From an optimization exercise on the open Yosys and OpenROAD flow, aimed at small area, a short achievable clock period and few clock cycles; shortcuts taken in it are not production practice.
Function was not checked in any run shown here: the RTL went through the layout flow alone.
Power is estimated from default activity; no workload was simulated.

<file path="flow/design.v">
`timescale 1ns / 1ps
module matriscarpici #(parameter M=8)(
    input clk,
    input rst,
    input [M-1:0] matris_veri,
    input matris_gecerli,
    output reg [2*M+1:0] carpim_veri,
    output reg carpim_gecerli
    );
    localparam [17:0] BASLA = 18'd88064;    
    reg [7:0]   a_zincir [7:0];    
    reg [4:0]   sayac;             
    reg [3:0]   b_one, b_two, b_neg;    
    reg         b_b7;
    reg         p_v, p_k3, p_j1, p_t1, p_t2;
    reg [17:0]  r0a, r1a, r1b;
    wire al   = matris_gecerli && !sayac[4];
    wire al_b = al && sayac[3];
    wire [9:0] bb = {1'b0, matris_veri, 1'b0};
    wire [3:0] e_one, e_two, e_neg;
    genvar g;
    generate for (g = 0; g < 4; g = g + 1) begin : enc
        assign e_one[g] = bb[2*g+1] ^ bb[2*g];
        assign e_two[g] = (bb[2*g+2] & ~bb[2*g+1] & ~bb[2*g]) | (~bb[2*g+2] & bb[2*g+1] & bb[2*g]);
        assign e_neg[g] = bb[2*g+2];
    end endgenerate
    wire [3:0] nn = {4{p_v}} & ~b_neg;
    reg q_c, q_p, q_t, q_h0, q_h1;
    wire [17:0] acc0 = ({18{q_c}} & BASLA) | ({18{q_p}} & r0a) | ({18{q_t}} & r1a) | ({18{q_h0}} & carpim_veri);
    wire [17:0] acc1 = ({18{q_c}} & BASLA) | ({18{q_p}} & r1a) | ({18{q_h1}} & r1b);
    wire [17:0] mac0, mac1;
    matriscarpici_mac u0 (.a(a_zincir[0]), .one(b_one), .two(b_two), .neg(b_neg), .nn(nn),
                          .b7(b_b7), .acc(acc0), .y(mac0));
    matriscarpici_mac u1 (.a(a_zincir[4]), .one(b_one), .two(b_two), .neg(b_neg), .nn(nn),
                          .b7(b_b7), .acc(acc1), .y(mac1));
    wire kaydir = (al && !sayac[3]) || (p_v && p_j1);
    integer i;
    always @(posedge clk) begin
        if (kaydir) begin
            for (i = 0; i < 7; i = i + 1) a_zincir[i] <= a_zincir[i+1];
            a_zincir[7] <= matris_veri;
        end
        carpim_veri <= mac0;
        r1b <= mac1;
        if (p_v) r0a <= carpim_veri;
        if (p_v || p_t1) r1a <= r1b;
        if (rst) begin
            sayac <= 5'd0;
            b_one <= 4'd0; b_two <= 4'd0; b_neg <= 4'd0; b_b7 <= 1'b0;
            p_v <= 1'b0; p_k3 <= 1'b0; p_j1 <= 1'b0;
            p_t1 <= 1'b0; p_t2 <= 1'b0;
            q_c <= 1'b0; q_p <= 1'b0; q_t <= 1'b0; q_h0 <= 1'b0; q_h1 <= 1'b0;
            carpim_gecerli <= 1'b0;
        end else begin
            b_one <= al_b ? e_one : 4'd0;
            b_two <= al_b ? e_two : 4'd0;
            b_neg <= al_b ? e_neg : 4'd0;
            b_b7  <= al_b & matris_veri[7];
            p_v  <= al_b;
            p_k3 <= al_b && (sayac[2:1] == 2'd3);
            p_j1 <= al_b && sayac[0];
            p_t1 <= (sayac == 5'd16);
            p_t2 <= (sayac == 5'd17);
            q_c  <= al_b && (sayac[2:1] == 2'd0);
            q_p  <= al_b && (sayac[2:1] != 2'd0);
            q_t  <= (sayac == 5'd16) || (sayac == 5'd17);
            q_h0 <= !al_b && !((sayac == 5'd16) || (sayac == 5'd17));
            q_h1 <= !al_b;
            carpim_gecerli <= (p_v && p_k3) || p_t1 || p_t2;
            if (sayac == 5'd18)
                sayac <= 5'd0;
            else if (sayac[4] || al)
                sayac <= sayac + 5'd1;
        end
    end
endmodule
module matriscarpici_mac (
    input  [7:0] a,
    input  [3:0] one, two, neg, nn,
    input        b7,
    input  [17:0] acc,
    output [17:0] y
);
    wire x0_0 = ((one[0] & a[0])) ^ neg[0];
    wire x0_1 = ((one[0] & a[1]) | (two[0] & a[0])) ^ neg[0];
    wire x0_2 = ((one[0] & a[2]) | (two[0] & a[1])) ^ neg[0];
    wire x0_3 = ((one[0] & a[3]) | (two[0] & a[2])) ^ neg[0];
    wire x0_4 = ((one[0] & a[4]) | (two[0] & a[3])) ^ neg[0];
    wire x0_5 = ((one[0] & a[5]) | (two[0] & a[4])) ^ neg[0];
    wire x0_6 = ((one[0] & a[6]) | (two[0] & a[5])) ^ neg[0];
    wire x0_7 = ((one[0] & a[7]) | (two[0] & a[6])) ^ neg[0];
    wire x0_8 = ((two[0] & a[7])) ^ neg[0];
    wire x1_0 = ((one[1] & a[0])) ^ neg[1];
    wire x1_1 = ((one[1] & a[1]) | (two[1] & a[0])) ^ neg[1];
    wire x1_2 = ((one[1] & a[2]) | (two[1] & a[1])) ^ neg[1];
    wire x1_3 = ((one[1] & a[3]) | (two[1] & a[2])) ^ neg[1];
    wire x1_4 = ((one[1] & a[4]) | (two[1] & a[3])) ^ neg[1];
    wire x1_5 = ((one[1] & a[5]) | (two[1] & a[4])) ^ neg[1];
    wire x1_6 = ((one[1] & a[6]) | (two[1] & a[5])) ^ neg[1];
    wire x1_7 = ((one[1] & a[7]) | (two[1] & a[6])) ^ neg[1];
    wire x1_8 = ((two[1] & a[7])) ^ neg[1];
    wire x2_0 = ((one[2] & a[0])) ^ neg[2];
    wire x2_1 = ((one[2] & a[1]) | (two[2] & a[0])) ^ neg[2];
    wire x2_2 = ((one[2] & a[2]) | (two[2] & a[1])) ^ neg[2];
    wire x2_3 = ((one[2] & a[3]) | (two[2] & a[2])) ^ neg[2];
    wire x2_4 = ((one[2] & a[4]) | (two[2] & a[3])) ^ neg[2];
    wire x2_5 = ((one[2] & a[5]) | (two[2] & a[4])) ^ neg[2];
    wire x2_6 = ((one[2] & a[6]) | (two[2] & a[5])) ^ neg[2];
    wire x2_7 = ((one[2] & a[7]) | (two[2] & a[6])) ^ neg[2];
    wire x2_8 = ((two[2] & a[7])) ^ neg[2];
    wire x3_0 = ((one[3] & a[0])) ^ neg[3];
    wire x3_1 = ((one[3] & a[1]) | (two[3] & a[0])) ^ neg[3];
    wire x3_2 = ((one[3] & a[2]) | (two[3] & a[1])) ^ neg[3];
    wire x3_3 = ((one[3] & a[3]) | (two[3] & a[2])) ^ neg[3];
    wire x3_4 = ((one[3] & a[4]) | (two[3] & a[3])) ^ neg[3];
    wire x3_5 = ((one[3] & a[5]) | (two[3] & a[4])) ^ neg[3];
    wire x3_6 = ((one[3] & a[6]) | (two[3] & a[5])) ^ neg[3];
    wire x3_7 = ((one[3] & a[7]) | (two[3] & a[6])) ^ neg[3];
    wire x3_8 = ((two[3] & a[7])) ^ neg[3];
    wire y_0 = b7 & a[0];
    wire y_1 = b7 & a[1];
    wire y_2 = b7 & a[2];
    wire y_3 = b7 & a[3];
    wire y_4 = b7 & a[4];
    wire y_5 = b7 & a[5];
    wire y_6 = b7 & a[6];
    wire y_7 = b7 & a[7];
    wire t1 = neg[2] ^ x0_4;
    wire t2 = neg[2] & x0_4;
    wire t3 = x0_5 ^ x1_3;
    wire t4 = x0_5 & x1_3;
    wire t5 = neg[3] ^ x0_6 ^ x1_4;
    wire t6 = (neg[3] & x0_6) | (neg[3] & x1_4) | (x0_6 & x1_4);
    wire t7 = x2_2 ^ x3_0;
    wire t8 = x2_2 & x3_0;
    wire t9 = x0_7 ^ x1_5 ^ x2_3;
    wire t10 = (x0_7 & x1_5) | (x0_7 & x2_3) | (x1_5 & x2_3);
    wire t11 = x3_1 ^ acc[7];
    wire t12 = x3_1 & acc[7];
    wire t13 = y_0 ^ x0_8 ^ x1_6;
    wire t14 = (y_0 & x0_8) | (y_0 & x1_6) | (x0_8 & x1_6);
    wire t15 = x2_4 ^ x3_2 ^ acc[8];
    wire t16 = (x2_4 & x3_2) | (x2_4 & acc[8]) | (x3_2 & acc[8]);
    wire t17 = nn[0] ^ y_1 ^ x1_7;
    wire t18 = (nn[0] & y_1) | (nn[0] & x1_7) | (y_1 & x1_7);
    wire t19 = x2_5 ^ x3_3 ^ acc[9];
    wire t20 = (x2_5 & x3_3) | (x2_5 & acc[9]) | (x3_3 & acc[9]);
    wire t21 = y_2 ^ x1_8 ^ x2_6;
    wire t22 = (y_2 & x1_8) | (y_2 & x2_6) | (x1_8 & x2_6);
    wire t23 = x3_4 ^ acc[10];
    wire t24 = x3_4 & acc[10];
    wire t25 = nn[1] ^ y_3 ^ x2_7;
    wire t26 = (nn[1] & y_3) | (nn[1] & x2_7) | (y_3 & x2_7);
    wire t27 = x3_5 ^ acc[11];
    wire t28 = x3_5 & acc[11];
    wire t29 = y_4 ^ x2_8 ^ x3_6;
    wire t30 = (y_4 & x2_8) | (y_4 & x3_6) | (x2_8 & x3_6);
    wire t31 = nn[2] ^ y_5;
    wire t32 = nn[2] & y_5;
    wire t33 = neg[1] ^ x0_2;
    wire t34 = neg[1] & x0_2;
    wire t35 = x0_3 ^ x1_1;
    wire t36 = x0_3 & x1_1;
    wire t37 = x1_2 ^ x2_0 ^ t1;
    wire t38 = (x1_2 & x2_0) | (x1_2 & t1) | (x2_0 & t1);
    wire t39 = x2_1 ^ t2 ^ t3;
    wire t40 = (x2_1 & t2) | (x2_1 & t3) | (t2 & t3);
    wire t41 = t4 ^ t7 ^ t5;
    wire t42 = (t4 & t7) | (t4 & t5) | (t7 & t5);
    wire t43 = t8 ^ t6 ^ t9;
    wire t44 = (t8 & t6) | (t8 & t9) | (t6 & t9);
    wire t45 = t10 ^ t13 ^ t12;
    wire t46 = (t10 & t13) | (t10 & t12) | (t13 & t12);
    wire t47 = t14 ^ t17 ^ t16;
    wire t48 = (t14 & t17) | (t14 & t16) | (t17 & t16);
    wire t49 = t18 ^ t21 ^ t23;
    wire t50 = (t18 & t21) | (t18 & t23) | (t21 & t23);
    wire t51 = t22 ^ t25 ^ t24;
    wire t52 = (t22 & t25) | (t22 & t24) | (t25 & t24);
    wire t53 = t26 ^ t29 ^ acc[12];
    wire t54 = (t26 & t29) | (t26 & acc[12]) | (t29 & acc[12]);
    wire t55 = x3_7 ^ t31 ^ t30;
    wire t56 = (x3_7 & t31) | (x3_7 & t30) | (t31 & t30);
    wire t57 = y_6 ^ t32 ^ x3_8;
    wire t58 = (y_6 & t32) | (y_6 & x3_8) | (t32 & x3_8);
    wire t59 = nn[3] ^ y_7;
    wire t60 = nn[3] & y_7;
    wire t61 = neg[0] ^ x0_0;
    wire t62 = neg[0] & x0_0;
    wire t63 = x0_1 ^ acc[1];
    wire t64 = x0_1 & acc[1];
    wire t65 = x1_0 ^ t33 ^ acc[2];
    wire t66 = (x1_0 & t33) | (x1_0 & acc[2]) | (t33 & acc[2]);
    wire t67 = t34 ^ t35 ^ acc[3];
    wire t68 = (t34 & t35) | (t34 & acc[3]) | (t35 & acc[3]);
    wire t69 = t36 ^ acc[4] ^ t37;
    wire t70 = (t36 & acc[4]) | (t36 & t37) | (acc[4] & t37);
    wire t71 = acc[5] ^ t38 ^ t39;
    wire t72 = (acc[5] & t38) | (acc[5] & t39) | (t38 & t39);
    wire t73 = acc[6] ^ t40 ^ t41;
    wire t74 = (acc[6] & t40) | (acc[6] & t41) | (t40 & t41);
    wire t75 = t11 ^ t42 ^ t43;
    wire t76 = (t11 & t42) | (t11 & t43) | (t42 & t43);
    wire t77 = t44 ^ t15 ^ t45;
    wire t78 = (t44 & t15) | (t44 & t45) | (t15 & t45);
    wire t79 = t19 ^ t46 ^ t47;
    wire t80 = (t19 & t46) | (t19 & t47) | (t46 & t47);
    wire t81 = t20 ^ t49 ^ t48;
    wire t82 = (t20 & t49) | (t20 & t48) | (t49 & t48);
    wire t83 = t27 ^ t50 ^ t51;
    wire t84 = (t27 & t50) | (t27 & t51) | (t50 & t51);
    wire t85 = t28 ^ t53 ^ t52;
    wire t86 = (t28 & t53) | (t28 & t52) | (t53 & t52);
    wire t87 = acc[13] ^ t54 ^ t55;
    wire t88 = (acc[13] & t54) | (acc[13] & t55) | (t54 & t55);
    wire t89 = t57 ^ acc[14] ^ t56;
    wire t90 = (t57 & acc[14]) | (t57 & t56) | (acc[14] & t56);
    wire t91 = t59 ^ t58 ^ acc[15];
    wire t92 = (t59 & t58) | (t59 & acc[15]) | (t58 & acc[15]);
    wire t93 = t60 ^ acc[16];
    wire t94 = t60 & acc[16];
    wire [17:0] ra = {t94, t92, t90, t88, t86, t84, t82, t80, t78, t76, t74, t72, t70, t68, t66, t64, t62, t61};
    wire [17:0] rb = {acc[17], t93, t91, t89, t87, t85, t83, t81, t79, t77, t75, t73, t71, t69, t67, t65, t63, acc[0]};
    assign y = ra + rb;
endmodule
</file>
<file path="flow/run.sh">
#!/bin/bash
# synth_recipe.tcl (not shown) runs the flow's synth.tcl, then flattens the netlist and writes it again
# the make line also repeats each setting of config.mk as NAME=value (left out here)
make -C /OpenROAD-flow-scripts/flow DESIGN_CONFIG=/design/flow/config.mk WORK_HOME=/design/flow/orfs CLKGATE_MAP_FILE= SYNTH_SCRIPT=/design/flow/synth_recipe.tcl finish
</file>
<file path="flow/config.mk">
export PLATFORM = sky130hd
export DESIGN_NAME = matriscarpici
export DESIGN_NICKNAME = matriscarpici
export VERILOG_FILES = /design/flow/design.v
export SDC_FILE = /design/flow/constraint.sdc
export NUM_CORES = 4
export LEC_CHECK = 0
export ABC_CLOCK_PERIOD_IN_PS = 2000
export CAP_MARGIN = 20
export CORE_MARGIN = 2
export CORE_UTILIZATION = 40
export PLACE_DENSITY = 0.6
export SETUP_SLACK_MARGIN = 5
export SLEW_MARGIN = 20
</file>
<file path="flow/constraint.sdc">
create_clock -name core_clock -period 9.0 [get_ports {clk}]
set_input_delay 1.8000 -clock core_clock [delete_from_list [all_inputs] [get_ports {clk}]]
set_output_delay 1.8000 -clock core_clock [all_outputs]
set_load 0.01 [all_outputs]
</file>
==> impl_metrics.json, run 1 <==
{
  "status": "finished clean",
  "area_delta_synth_final_pct": 19.5,
  "start_util_pct": 40.7,
  "layout_setup_ws_ns": 4.98,
  "core_area_um2": 25100,
  "synthesis.area_um2": 10200,
  "worst_setup_path_start_kind": "flop",
  "yosysMostFrequentCell": "edfxtp_1",
  "synth_edf_count": 100,
  "antenna_found_initial": 0,
  "power.leakage_nw": 4.95,
  "grt_pass1_wl_um": 38800,
  "drive_gt1_share_pct": 19.5,
  "worst_pin_slew_ns": 0.770,
  "rrSetupSlack_ns": 4.98,
  "fp.dieW_um": 164,
  "dieArea_um2": 26900,
  "hp-class": "flop to flop",
  "rows": 58,
  "via_count": 6941,
  "ant_nets": 0,
  "crit_fanout": 7,
  "hold_viol": 0,
  "post_drt_wl_per_cell_um": 19.3,
  "gp_congestion": 0.885,
  "p_per_area_nw_per_um2": 133,
  "synth-seq-cells": 165,
  "avgSynthCellArea_um2": 11.3,
  "fin_nets": 1085,
  "final.period_utilization_pct": 44.6,
  "rsz0062_at_grt": "yes",
  "cts.sinks": 165,
  "post-place-ws_ns": 4.44,
  "clk_pin_slew_ns": 0.09,
  "syn-num-nets": 1046,
  "grt_overflow": 0,
  "yosys-top-cells-area": "edfxtp_1 (29%), fa_1 (14%), dfxtp_1 (13%)",
  "peakVddDrop_mv": 0.118,
  "num_antenna_cells": 0,
  "yosysSeqAreaShare_pct": 42.1,
  "post_synth_inst_count": 901,
  "synth_common_cells": "edfxtp_1 (100), inv_1 (82), xnor2_1 (79)",
  "ios": 30,
  "critPathArrivalTime_ns": 4.38,
  "track_usage_pct": 19.2,
  "dp_cells": 1205,
  "yosys_warnings": 3,
  "critPathKind": "flop to flop",
  "insertion_delay_ns": 0.44,
  "fp.dieH_um": 164,
  "firstDrtPassIters": 6,
  "vias_per_cell": 5.41,
  "h-tree-depth": 4,
  "drt-total-wl_um": 24800,
  "cts_tree": "done",
  "finClkSkew_ns": 0.0219,
  "cts_root_buf": "clkbuf_16",
  "synth_top_area_share_pct": 29.4,
  "relSlewSlack_pct": 48.7,
  "worst_setup_path_end_kind": "flop",
  "setup_viol": 0,
  "cts-hold-fix-buffers": 0,
  "async_flop_share_pct": 0,
  "drt_iter0_drc": 718,
  "numPortBuffers": 29,
  "fmax_mhz": 249,
  "cap_violations": 0,
  "finalNonFillerCells": 1283,
  "synth_cell_types": 60,
  "synth.largest_area_cell": "edfxtp_1",
  "ys.flop_type": "edfxtp_1",
  "maxSlewViolCount": 0,
  "grt_max_degree": 65,
  "dp_hpwl_um": 17400,
  "drc_errors": 0,
  "cts_buffers": 17,
  "critPathRequiredTime_ns": 9.36,
  "grt_pass1_vias": 7079,
  "timing.hold.ws_ns": 0.405,
  "cts_max_path_buffers": 2,
  "min_period_ns": 4.02,
  "tns_ns": 0
}
## path summary, 6_finish.rpt
check | from | to | cells past startpoint
max | a_zincir[0][5] | carpim_veri[17] | 15
min | a_zincir[2][7] | a_zincir[1][7] | 0
max reg2reg | a_zincir[0][5] | carpim_veri[17] | 15
min reg2reg | a_zincir[2][7] | a_zincir[1][7] | 0
## per-stage QoR
step | instance area, um2 | util (%) | power, W
floorplan | 10300 | - | 0.000862
global placement | 10700 | 42.7 | 0.000879
detailed placement | 10700 | 42.7 | 0.000880
CTS | 11700 | 46.7 | 0.00164
global route | 12200 | 48.6 | 0.00167
finish | 12200 | 48.6 | 0.00162
## logic make-up after synthesis
logic type | synth area share (%)
AOI/OAI and AO/OA | 14.0
DFF | 42.1
and+or+nand+nor | 7.45
buffers and inverters | 5.52
adders and majority gates | 21.5
xor gates and xnor gates | 9.34
muxes | 0.0979
## layer usage
layer	global-route usage, %	vias to the layer above	wire [um]
li1	-	3238	-
met1	25.1	3437	10600
met2	32.0	224	12000
met3	3.08	42	1640
met4	7.38	0	564
met5	0	-	0
## cell usage in the layout (no fill, tap or decap), types with 5 or more instances in the layout
| cell type | synthesis | layout |
|---|---|---|
| edfxtp_1 | 100 | 100 |
| nand3_1 | 17 | 16 |
| dfxtp_1 | 65 | 51 |
| inv_1 | 82 | 81 |
| o21ai_0 | 10 | 7 |
| ha_1 | 64 | 45 |
| and2_1 | 20 | 20 |
| a21oi_2 | 2 | 7 |
| ha_4 | 0 | 12 |
| a22oi_2 | 0 | 15 |
| dfxtp_2 | 0 | 9 |
| clkinv_8 | 0 | 7 |
| fa_1 | 70 | 64 |
| and3_1 | 6 | 5 |
| nor2_1 | 28 | 26 |
| a222oi_1 | 14 | 14 |
| fa_2 | 0 | 6 |
| nand2_1 | 50 | 46 |
| a22o_1 | 12 | 12 |
| xor2_1 | 30 | 28 |
| buf_6 | 2 | 6 |
| a21oi_1 | 31 | 23 |
| a21o_1 | 12 | 12 |
| nor2b_1 | 8 | 8 |
| buf_4 | 0 | 44 |
| a22oi_1 | 62 | 47 |
| dfxtp_4 | 0 | 5 |
| ha_2 | 0 | 7 |
| clkbuf_16 | 0 | 17 |
| xnor2_1 | 79 | 75 |
| o21ai_1 | 11 | 12 |
| clkdlybuf4s50_1 | 0 | 29 |
## repair_timing
action                                  4_1_cts  5_1_grt
endpoints found under the setup margin       19       18
pin swaps                                     7       24
setup buffers                                26       20
resized for setup                            44       72
## report_power, final
| group | internal (W) | total (W) | switching (W) |
|---|---|---|---|
| Clock | 0.000382 | 0.000750 | 0.000368 |
| Sequential | 0.000816 | 0.000832 | 0.0000156 |
| Combinational | 0.0000192 | 0.0000424 | 0.0000231 |
| Total | 0.00122 | 0.00162 | 0.000407 |
## critical path, cell delays in order (launching register included)
cell and delay, ns:
edfxtp_1 0.37, buf_4 0.18, buf_4 0.15, a22oi_2 0.17
xor2_1 0.23, fa_1 0.46, fa_1 0.51, inv_1 0.05
fa_1 0.49, ha_4 0.21, a21oi_4 0.16, o221ai_2 0.11
a21o_1 0.18, a221o_1 0.33, a31oi_1 0.18, xnor2_1 0.14
## layout make-up
| type | count | area, um2 |
|---|---|---|
| clock buffers | 17 | 425 |
| clock inverters | 15 | 201 |
| fillers | 2258 | 12900 |
| inverters | 85 | 322 |
| multi-input cells | 591 | 5820 |
| flip-flops and latches | 165 | 4330 |
| well taps | 330 | 413 |
| repair buffers | 80 | 703 |
## flip-flops by register name, summed over array words and instances (netlist names)
| name | cells |
|---|---|
| b_b7 | 1 |
| r0a | 18 |
| b_neg | 4 |
| carpim_veri | 18 |
| sayac | 5 |
| b_two | 4 |
| q_p | 1 |
| r1a | 18 |
| q_t | 1 |
| carpim_gecerli | 1 |
| a_zincir | 64 |
| p_j1 | 1 |
| q_h0 | 1 |
| q_h1 | 1 |
| r1b | 18 |
| q_c | 1 |
| p_t2 | 1 |
| p_k3 | 1 |
| p_t1 | 1 |
| p_v | 1 |
| b_one | 4 |
==> inputs of run 2 (changes only) <==
--- a/flow/config.mk
+++ b/flow/config.mk
@@ -7,3 +7,2 @@
 export LEC_CHECK = 0
-export ABC_CLOCK_PERIOD_IN_PS = 2000
 export CAP_MARGIN = 20
@@ -12,3 +11,2 @@
 export PLACE_DENSITY = 0.6
-export SETUP_SLACK_MARGIN = 5
 export SLEW_MARGIN = 20
==> run 2 against run 1 <==
  * Combinational power is about 40% lower
  * Hold slack improved by 0.010 ns
  * Critical endpoint is now carpim_veri[12]
  * Setup slack worse by 0.72 ns
  * Via count fell by 3.3%
  * Sequential share of layout area grew 2.5 points
  * Area after synthesis unchanged
  * Clock skew shrank 0.0098 ns
==> impl_metrics.json, run 2 <==
{
  "crit_top_cell": "fa_1",
  "fin_nets": 1041,
  "timing.hold.ws_ns": 0.416,
  "antenna_found_initial": 0,
  "cp_num_buf_inv": 2,
  "core_area_um2": 25100,
  "crit_path_top_delay_cell": "dfxtp_1",
  "rrSetupSlack_ns": 4.26,
  "worst_r2r_startpoint": "b_two[2]",
  "hold_end": "a_zincir[2][6]",
  "num-fill-cells": 2380,
  "fmax_mhz": 211,
  "clockPowerShare_pct": 45.9,
  "crit_path_cell_trace": "a22oi_1 -> xnor2_1 -> fa_1 -> inv_1 -> fa_1 -> fa_1 -> inv_1 -> ha_1 -> a211oi_1 -> o211ai_1 -> a41oi_2 -> o21bai_1 -> a21o_1 -> xor2_1",
  "crit_fanout": 16,
  "async_flop_share_pct": 0,
  "cts.sinks": 165,
  "cts_resized": 0,
  "largest_register_ffs": 64,
  "power.leakage_nw": 4.70,
  "finClkSkew_ns": 0.0121,
  "cts_root_buf": "clkbuf_16",
  "cts_tree": "done",
  "area_delta_synth_final_pct": 10.9,
  "rows": 58,
  "drive_gt1_share_pct": 5.83,
  "r2r_end": "carpim_veri[12]",
  "final_cell_mix": "edfxtp_1 (100), inv_1 (82), xnor2_1 (79), fa_1 (70), dfxtp_1 (65)",
  "grt_overflow": 0,
  "start_util_pct": 40.7,
  "dieArea_um2": 26900,
  "tns_ns": 0,
  "status": "finished clean",
  "final.period_utilization_pct": 52.6,
  "drc_errors": 0,
  "insertion_delay_ns": 0.44,
  "synth_cell_types": 60,
  "final_cell_area_um2": 11300,
  "min_period_ns": 4.74,
  "yosysMostFrequentCell": "edfxtp_1",
  "avgSynthCellArea_um2": 11.3,
  "hold_start": "a_zincir[3][6]",
  "path_delay_family": "adder cells",
  "firstDrtPassIters": 6,
  "ys.flop_type": "edfxtp_1",
  "r2r_cells": 14,
  "via_count": 6715,
  "p_int_w": 0.00120,
  "synth_top_area_share_pct": 29.4,
  "h-tree-depth": 4,
  "critPathRequiredTime_ns": 9.32,
  "post-place-ws_ns": 4.31,
  "grt_pass1_vias": 6844,
  "cts_setup_buffers": 0,
  "synth_edf_count": 100,
  "yosys-top-cells-area": "edfxtp_1 (29%), fa_1 (14%), dfxtp_1 (13%)",
  "min_path_cells": 0,
  "hp-class": "flop to flop",
  "cts_buffers": 17,
  "clk_pin_slew_ns": 0.08,
  "vias_per_cell": 5.42,
  "placed_area_um2": 10700,
  "peakVddDrop_mv": 0.102,
  "dp_hpwl_um": 17300,
  "critPathArrivalTime_ns": 5.05,
  "drt-total-wl_um": 24000,
  "final_common_cell": "edfxtp_1",
  "numPortBuffers": 29,
  "regMostFlops": "a_zincir",
  "fp.dieW_um": 164,
  "ant_nets": 0,
  "setup_viol": 0,
  "critPathMaxStageDelay_ns": 0.82,
  "cap_violations": 0,
  "synth_common_cells": "edfxtp_1 (100), inv_1 (82), xnor2_1 (79)",
  "post_synth_inst_count": 901,
  "synth.largest_area_cell": "edfxtp_1",
  "yosysSeqAreaShare_pct": 42.1,
  "rsz0062_at_grt": "no",
  "hold_viol": 0,
  "cts-hold-fix-buffers": 0,
  "yosys_warnings": 3,
  "layout_setup_ws_ns": 4.26,
  "switching_share_pct": 24.6,
  "critPathKind": "flop to flop",
  "seqPwrFrac_pct": 52.5,
  "maxSlewViolCount": 0,
  "ios": 30,
  "synth-seq-cells": 165,
  "fp.dieH_um": 164,
  "relSlewSlack_pct": 42.0,
  "synthesis.area_um2": 10200,
  "grt_pass1_wl_um": 38200,
  "grt_max_degree": 65,
  "cts_max_path_buffers": 2,
  "p_per_area_nw_per_um2": 140,
  "switchingPower_w": 0.000391,
  "track_usage_pct": 18.9,
  "gp_congestion": 0.861,
  "drt_iter0_drc": 555,
  "worst_setup_path_start_kind": "flop",
  "power_frac_comb_pct": 1.6,
  "worst_pin_slew_ns": 0.868,
  "syn-num-nets": 1046,
  "worst_setup_path_end_kind": "flop",
  "num_antenna_cells": 0,
  "post_drt_wl_per_cell_um": 19.4
}
## run 2: cell counts after synthesis
Identical to the previous run, type by type.
## run 2: routing by layer
layer  share of wire, %  up-vias  GRT usage (%)
li1                   -     3152              -
met1                 44     3318           25.7
met2                 48      218           30.8
met3                5.7       27           3.23
met4                1.6        0           6.06
met5                  0        -              0
## run 2: cell type report
| type | count | area, um2 | area share (%) |
|---|---|---|---|
| multi-input cells | 591 | 5370 | 47.4 |
| inverters | 85 | 319 | 2.81 |
| repair buffers | 36 | 343 | 3.02 |
| flip-flops and latches | 165 | 4300 | 38.0 |
| clock buffers | 18 | 429 | 3.79 |
| clock inverters | 14 | 161 | 1.42 |
| well taps | 330 | 413 | 3.64 |
## run 2: power by group through the flow
stage / sequential [W] / clock (W) / combinational (W)
after global routing: 0.000839 / 0.000775 / 0.0000284
after CTS: 0.000836 / 0.000746 / 0.0000258
after detailed placement: 0.000854 / 0 / 0.0000258
after floorplan: 0.000841 / 0 / 0.0000230
after global placement: 0.000853 / 0 / 0.0000254
final: 0.000837 / 0.000730 / 0.0000254
## run 2: how the worst max path moves through the flow
| stage | startpoint | endpoint | slack (ns) | cells after the start |
|---|---|---|---|---|
| 2_1_floorplan | matris_gecerli | a_zincir[0][0] | 1.86 | 3 |
| 5_1_grt | b_neg[3] | carpim_veri[17] | 4.02 | 13 |
| 6_report | b_two[2] | carpim_veri[12] | 4.26 | 14 |
| 3_3_place_gp | b_two[2] | carpim_veri[12] | 4.33 | 14 |
| 4_1_cts | b_neg[3] | carpim_veri[17] | 4.30 | 13 |
| 3_5_place_dp | b_neg[3] | carpim_veri[17] | 4.31 | 13 |
## run 2: cell families (layout without fill, tap and decap cells)
family                   Yosys count  after routing  share of synthesized area (%)
AO/OA/AOI/OAI                    193            193                           14.0
flip-flops                       165            165                           42.1
AND/OR/NAND/NOR                  154            154                           7.45
buffers and inverters            145            153                           5.52
adder cells (fa/ha/maj)          134            134                           21.5
XOR/XNOR                         109            109                           9.34
multiplexers                       1              1                         0.0979
## run 2: metrics by stage
step	util [%]	total power (W)	std cells
global placement	42.8	0.000878	1207
detailed placement	42.8	0.000880	1207
floorplan	-	0.000864	901
finish	45.2	0.00159	1239
CTS	45.2	0.00161	1239
global route	45.2	0.00164	1239

[separate check: timing with driven ports]
In the flow no input, the clock included, has a driving cell. The finished layouts below were timed again as built, in two steps. Step 1 assumes that a clkbuf_16 drives the clock port and a buf_2 every other input. Step 2, shift: input delay + t, output delay - t, t = (earliest + latest rising clock arrival at the registers) / 2. This alone moves slack from input paths to output paths. Three values: ideal, step 1, step 2; two values: the first two.
| run | t (ns) | setup WS [ns] | latest minus earliest clock arrival (ns) |
|---|---|---|---|
| run 1 | 0.473 | 4.982 / 4.982 / 4.982 | 0.022 / 0.022 |
| run 2 | 0.477 | 4.264 / 4.264 / 4.264 | 0.013 / 0.013 |
After both steps setup and hold are still met in every run listed.
